This is an optimization exercise on Yosys and OpenROAD, whose aim is small area and a short achievable clock period, not a production implementation.
Only simulation tests tie the RTL to the original design; equivalence was not proved.

==> flow/design.v (excerpt) <==
module advanced_hybrid_controller_fixed (
    input wire clk,
    input wire rst_n,
    input wire start,
    output reg done,
    output reg tile_start,
    input wire tile_done,
    output reg imc_mode,
    output wire simultaneous_rows,
    output wire [63:0] row_mask,
    input wire [15:0] zero_ops_skipped,
    input wire [15:0] total_ops_executed,
    input wire [15:0] imc_energy_savings,
    input wire [7:0] computation_snr,
    output reg dram_cmd_valid,
    output wire [1:0] dram_cmd_type,
    output wire [15:0] dram_cmd_addr,
    output wire [15:0] dram_write_data,
    output wire dram_accumulate_en,
    output wire [3:0] dram_bank_activate,
    output wire dram_simultaneous_access,
    output reg [1:0] precision_mode,
    output wire sparsity_optimize_en,
    output reg adaptive_imc_en,
    output wire [7:0] system_efficiency,
    output reg [15:0] total_energy_saved,
    output reg snr_too_low
);
==> module advanced_hybrid_controller_fixed, before the edit <==
module advanced_hybrid_controller_fixed (
    input wire clk,
    input wire rst_n,
    input wire start,
    output reg done,
    output reg tile_start,
    input wire tile_done,
    output reg imc_mode,
    output wire simultaneous_rows,
    output wire [63:0] row_mask,
    input wire [15:0] zero_ops_skipped,
    input wire [15:0] total_ops_executed,
    input wire [15:0] imc_energy_savings,
    input wire [7:0] computation_snr,
    output reg dram_cmd_valid,
    output wire [1:0] dram_cmd_type,
    output wire [15:0] dram_cmd_addr,
    output wire [15:0] dram_write_data,
    output wire dram_accumulate_en,
    output wire [3:0] dram_bank_activate,
    output wire dram_simultaneous_access,
    output reg [1:0] precision_mode,
    output wire sparsity_optimize_en,
    output reg adaptive_imc_en,
    output wire [7:0] system_efficiency,
    output reg [15:0] total_energy_saved,
    output reg snr_too_low
);
    localparam SNR_THRESHOLD_LOW = 40;
    localparam SNR_THRESHOLD_HIGH = 80;
    localparam [2:0] S_IDLE    = 3'b000,
                     S_LOAD    = 3'b001,
                     S_ANALYZE = 3'b011,
                     S_COMPUTE = 3'b010,
                     S_STORE   = 3'b110,
                     S_ADAPT   = 3'b111,
                     S_DONE    = 3'b101;
    reg [2:0] state;
    reg [3:0] cycle_count;
    reg [15:0] total_skipped;
    reg [15:0] total_executed;
    reg [6:0] average_snr;       
    reg start_prev;
    reg rows_hi, rows_lo;
    reg cmd_type0, bank_act, acc_en;
    reg [6:0] eff;
    assign simultaneous_rows = rows_hi;
    assign row_mask = {{32{rows_hi}}, {32{rows_lo}}};
    assign dram_cmd_type = {1'b0, cmd_type0};
    assign dram_cmd_addr = 16'd0;
    assign dram_write_data = 16'd0;
    assign dram_accumulate_en = acc_en;
    assign dram_simultaneous_access = acc_en;
    assign dram_bank_activate = {4{bank_act}};
    assign sparsity_optimize_en = 1'b1;
    wire in_compute = (state == S_COMPUTE);
    wire [15:0] div_a = in_compute ? zero_ops_skipped : total_skipped;
    wire [15:0] div_b = in_compute ? total_ops_executed : total_executed;
    wire div_nz = (|div_a) | (|div_b);
    wire [16:0] div_d;
    wire [23:0] div_rem;
    wire [2:0] div_qh;
    hic_div_a u_div_a (.a(div_a), .b(div_b), .d(div_d), .rem(div_rem), .qh(div_qh));
    reg [16:0] p_d;
    reg [20:2] p_rem;
    reg [2:0] p_qh;
    reg p_nz;
    always @(posedge clk) begin
        p_d <= div_d;
        p_rem <= div_rem[20:2];
        p_qh <= div_qh;
        p_nz <= div_nz;
    end
    wire [3:0] div_ql;
    hic_div_b u_div_b (.d(p_d), .rem({3'd0, p_rem, 2'b00}), .ql(div_ql));
    wire [6:0] q = {p_qh, div_ql};
    reg show_new;
    assign system_efficiency = {1'b0, show_new ? q : eff};
    wire ratio_gt60 = p_nz & (q > 7'd60);
    wire ratio_gt30 = p_nz & (q > 7'd30);
    function [15:0] radd16;
        input [15:0] x;
        input [15:0] y;
        integer k;
        reg c;
        begin
            c = 1'b0;
            for (k = 0; k < 16; k = k + 1) begin
                radd16[k] = x[k] ^ y[k] ^ c;
                c = (x[k] & y[k]) | (c & (x[k] ^ y[k]));
            end
        end
    endfunction
    function [7:0] radd8;
        input [7:0] x;
        input [7:0] y;
        integer k;
        reg c;
        begin
            c = 1'b0;
            for (k = 0; k < 8; k = k + 1) begin
                radd8[k] = x[k] ^ y[k] ^ c;
                c = (x[k] & y[k]) | (c & (x[k] ^ y[k]));
            end
        end
    endfunction
    wire [7:0] snr_sum = radd8({1'b0, average_snr}, computation_snr);
    always @(posedge clk) begin
        if (state == S_IDLE) begin
            cycle_count <= 0;
            total_skipped <= 0;
            total_executed <= 0;
            average_snr <= 100;
        end
        if (in_compute && tile_done) begin
            total_skipped <= radd16(total_skipped, zero_ops_skipped);
            total_executed <= radd16(total_executed, total_ops_executed);
            if (imc_mode) average_snr <= snr_sum[7:1];
        end
        if (state == S_ADAPT) cycle_count <= cycle_count + 1;
    end
    always @(posedge clk or negedge rst_n) begin
        if (!rst_n) begin
            state <= S_IDLE;
            done <= 0;
            precision_mode <= 2'b10;
            adaptive_imc_en <= 1;
            total_energy_saved <= 0;
            eff <= 0;
            show_new <= 0;
            snr_too_low <= 0;
            start_prev <= 0;
            tile_start <= 0;
            imc_mode <= 0;
            rows_hi <= 0;
            rows_lo <= 0;
            dram_cmd_valid <= 0;
            cmd_type0 <= 0;
            bank_act <= 0;
            acc_en <= 0;
        end else begin
            start_prev <= start;
            show_new <= in_compute & tile_done & div_nz;
            if (show_new) eff <= q;
            tile_start <= 0;
            dram_cmd_valid <= 0;
            done <= 0;
            case (state)
                S_IDLE: begin
                    if (start) state <= S_LOAD;
                end
                S_LOAD: begin
                    dram_cmd_valid <= 1;
                    cmd_type0 <= 0;
                    bank_act <= 1;
                    state <= S_ANALYZE;
                end
                S_ANALYZE: begin
                    if (adaptive_imc_en) begin
                        if (ratio_gt60 && average_snr > SNR_THRESHOLD_LOW) begin
                            imc_mode <= 1;
                            rows_hi <= 1;
                            rows_lo <= 1;
                        end else if (ratio_gt30 && average_snr > SNR_THRESHOLD_HIGH) begin
                            imc_mode <= 1;
                            rows_hi <= 0;
                            rows_lo <= 1;
                        end else begin
                            imc_mode <= 0;
                        end
                    end else begin
                        imc_mode <= 1;
                    end
                    tile_start <= 1;
                    state <= S_COMPUTE;
                end
                S_COMPUTE: begin
                    if (tile_done) begin
                        if (imc_mode) begin
                            total_energy_saved <= radd16(total_energy_saved, imc_energy_savings);
                            snr_too_low <= (computation_snr < SNR_THRESHOLD_LOW);
                        end
                        state <= S_STORE;
                    end
                end
                S_STORE: begin
                    dram_cmd_valid <= 1;
                    cmd_type0 <= 1;
                    acc_en <= 1;
                    bank_act <= 1;
                    state <= S_ADAPT;
                end
                S_ADAPT: begin
                    if (snr_too_low) begin
                        if (precision_mode != 0)
                            precision_mode <= precision_mode - 1;
                        else
                            adaptive_imc_en <= 0;
                    end
                    if (cycle_count > 10) state <= S_DONE;
                    else state <= S_ANALYZE;
                end
                S_DONE: begin
                    if (!start && start_prev) state <= S_IDLE;
                    else done <= 1;
                end
                default: state <= S_IDLE;
            endcase
        end
    end
endmodule
clock: 130.0 ns
lec_check: 0
abc_area: 1
cap_margin: 20
core_margin: 2
core_utilization: 80
cts_buf_list: sky130_fd_sc_hd__clkbuf_8
slew_margin: 20
standard.sh (not shown) runs the stock make flow with config.mk's settings and CLKGATE_MAP_FILE= SYNTH_SCRIPT=/design/flow/synth_recipe.tcl, a recipe that flattens the netlist after the stock synthesis.
==> flow/flow/run.sh <==
#!/bin/bash
# The standard layout, with the port buffers made from the smallest plain
# buffer (sky130_fd_sc_hd__buf_1) instead of the delay cell buffer_ports
# picks on its own. Every input and output port still gets its buffer.
set -euo pipefail
export BUFFER_PORTS_ARGS="-buffer_cell sky130_fd_sc_hd__buf_1"
bash standard.sh > standard_flow.log 2>&1
The first run finished with timing, DRC and antenna clean.
==> next run, changes <==
--- a/flow/design.v
+++ b/flow/design.v
@@ -1,11 +1,11 @@
 module advanced_hybrid_controller_fixed (
     input wire clk,
     input wire rst_n,
     input wire start,
-    output reg done,
+    output wire done,
     output reg tile_start,
     input wire tile_done,
     output reg imc_mode,
     output wire simultaneous_rows,
     output wire [63:0] row_mask,
     input wire [15:0] zero_ops_skipped,
@@ -31,22 +31,24 @@
     localparam [2:0] S_IDLE    = 3'b000,
                      S_LOAD    = 3'b001,
                      S_ANALYZE = 3'b011,
                      S_COMPUTE = 3'b010,
                      S_STORE   = 3'b110,
                      S_ADAPT   = 3'b111,
-                     S_DONE    = 3'b101;
+                     S_DONE0   = 3'b101,    
+                     S_DONE    = 3'b100;
     reg [2:0] state;
     reg [3:0] cycle_count;
     reg [15:0] total_skipped;
     reg [15:0] total_executed;
     reg [6:0] average_snr;       
     reg start_prev;
     reg rows_hi, rows_lo;
     reg cmd_type0, bank_act, acc_en;
     reg [6:0] eff;
+    assign done = (state == S_DONE);
     assign simultaneous_rows = rows_hi;
     assign row_mask = {{32{rows_hi}}, {32{rows_lo}}};
     assign dram_cmd_type = {1'b0, cmd_type0};
     assign dram_cmd_addr = 16'd0;
     assign dram_write_data = 16'd0;
     assign dram_accumulate_en = acc_en;
@@ -119,13 +121,12 @@
         end
         if (state == S_ADAPT) cycle_count <= cycle_count + 1;
     end
     always @(posedge clk or negedge rst_n) begin
         if (!rst_n) begin
             state <= S_IDLE;
-            done <= 0;
             precision_mode <= 2'b10;
             adaptive_imc_en <= 1;
             total_energy_saved <= 0;
             eff <= 0;
             show_new <= 0;
             snr_too_low <= 0;
@@ -141,13 +142,12 @@
         end else begin
             start_prev <= start;
             show_new <= in_compute & tile_done & div_nz;
             if (show_new) eff <= q;
             tile_start <= 0;
             dram_cmd_valid <= 0;
-            done <= 0;
             case (state)
                 S_IDLE: begin
                     if (start) state <= S_LOAD;
                 end
                 S_LOAD: begin
                     dram_cmd_valid <= 1;
@@ -194,18 +194,18 @@
                     if (snr_too_low) begin
                         if (precision_mode != 0)
                             precision_mode <= precision_mode - 1;
                         else
                             adaptive_imc_en <= 0;
                     end
-                    if (cycle_count > 10) state <= S_DONE;
+                    if (cycle_count > 10) state <= S_DONE0;
                     else state <= S_ANALYZE;
                 end
-                S_DONE: begin
+                S_DONE0, S_DONE: begin
                     if (!start && start_prev) state <= S_IDLE;
-                    else done <= 1;
+                    else state <= S_DONE;
                 end
                 default: state <= S_IDLE;
             endcase
         end
     end
 endmodule
Result: The new run completed with no timing, DRC or antenna violations; synthesized area barely changes; sequential share of layout area goes down by 0.20 points; cell area hardly moves; clock skew grows by 3.8 ps; routed wire length shrinks by 1.5%; core utilization came out higher by 0.11 points; synthesized cell count drops by 0.75%; die area barely changes; worst setup slack gets better by 920 ps.

-- what the ideal ports hide --
How much do the figures lean on ideal ports? The routed layouts below were timed once more, with nothing changed but the port constraints. Step 1 (the two cells are an assumption about what drives the block):
set clk [get_ports {clk}]
set_driving_cell -lib_cell sky130_fd_sc_hd__clkbuf_16 $clk
set_driving_cell -lib_cell sky130_fd_sc_hd__buf_2 [delete_from_list [all_inputs] $clk]
Step 2 moves the port delays by t, midway between the first and last clock arrival at a register: inputs arrive t later, outputs are due t later. That takes back most of the time a late clock gives input paths. Slacks: ideal ports / drivers / drivers and shift; pairs: ideal ports / drivers.
run	t, ns	setup slack, ns	worst register clock-pin slew, ns
the first run	0.486	94.210 / 94.164 / 94.407	0.10 / 0.10
the second run	0.497	95.130 / 95.089 / 94.958	0.09 / 0.09
After both steps every run listed still meets setup and hold. For the second run, which loses most, drivers alone change the setup slack by -0.041 ns; drivers and shift together by -0.172 ns.
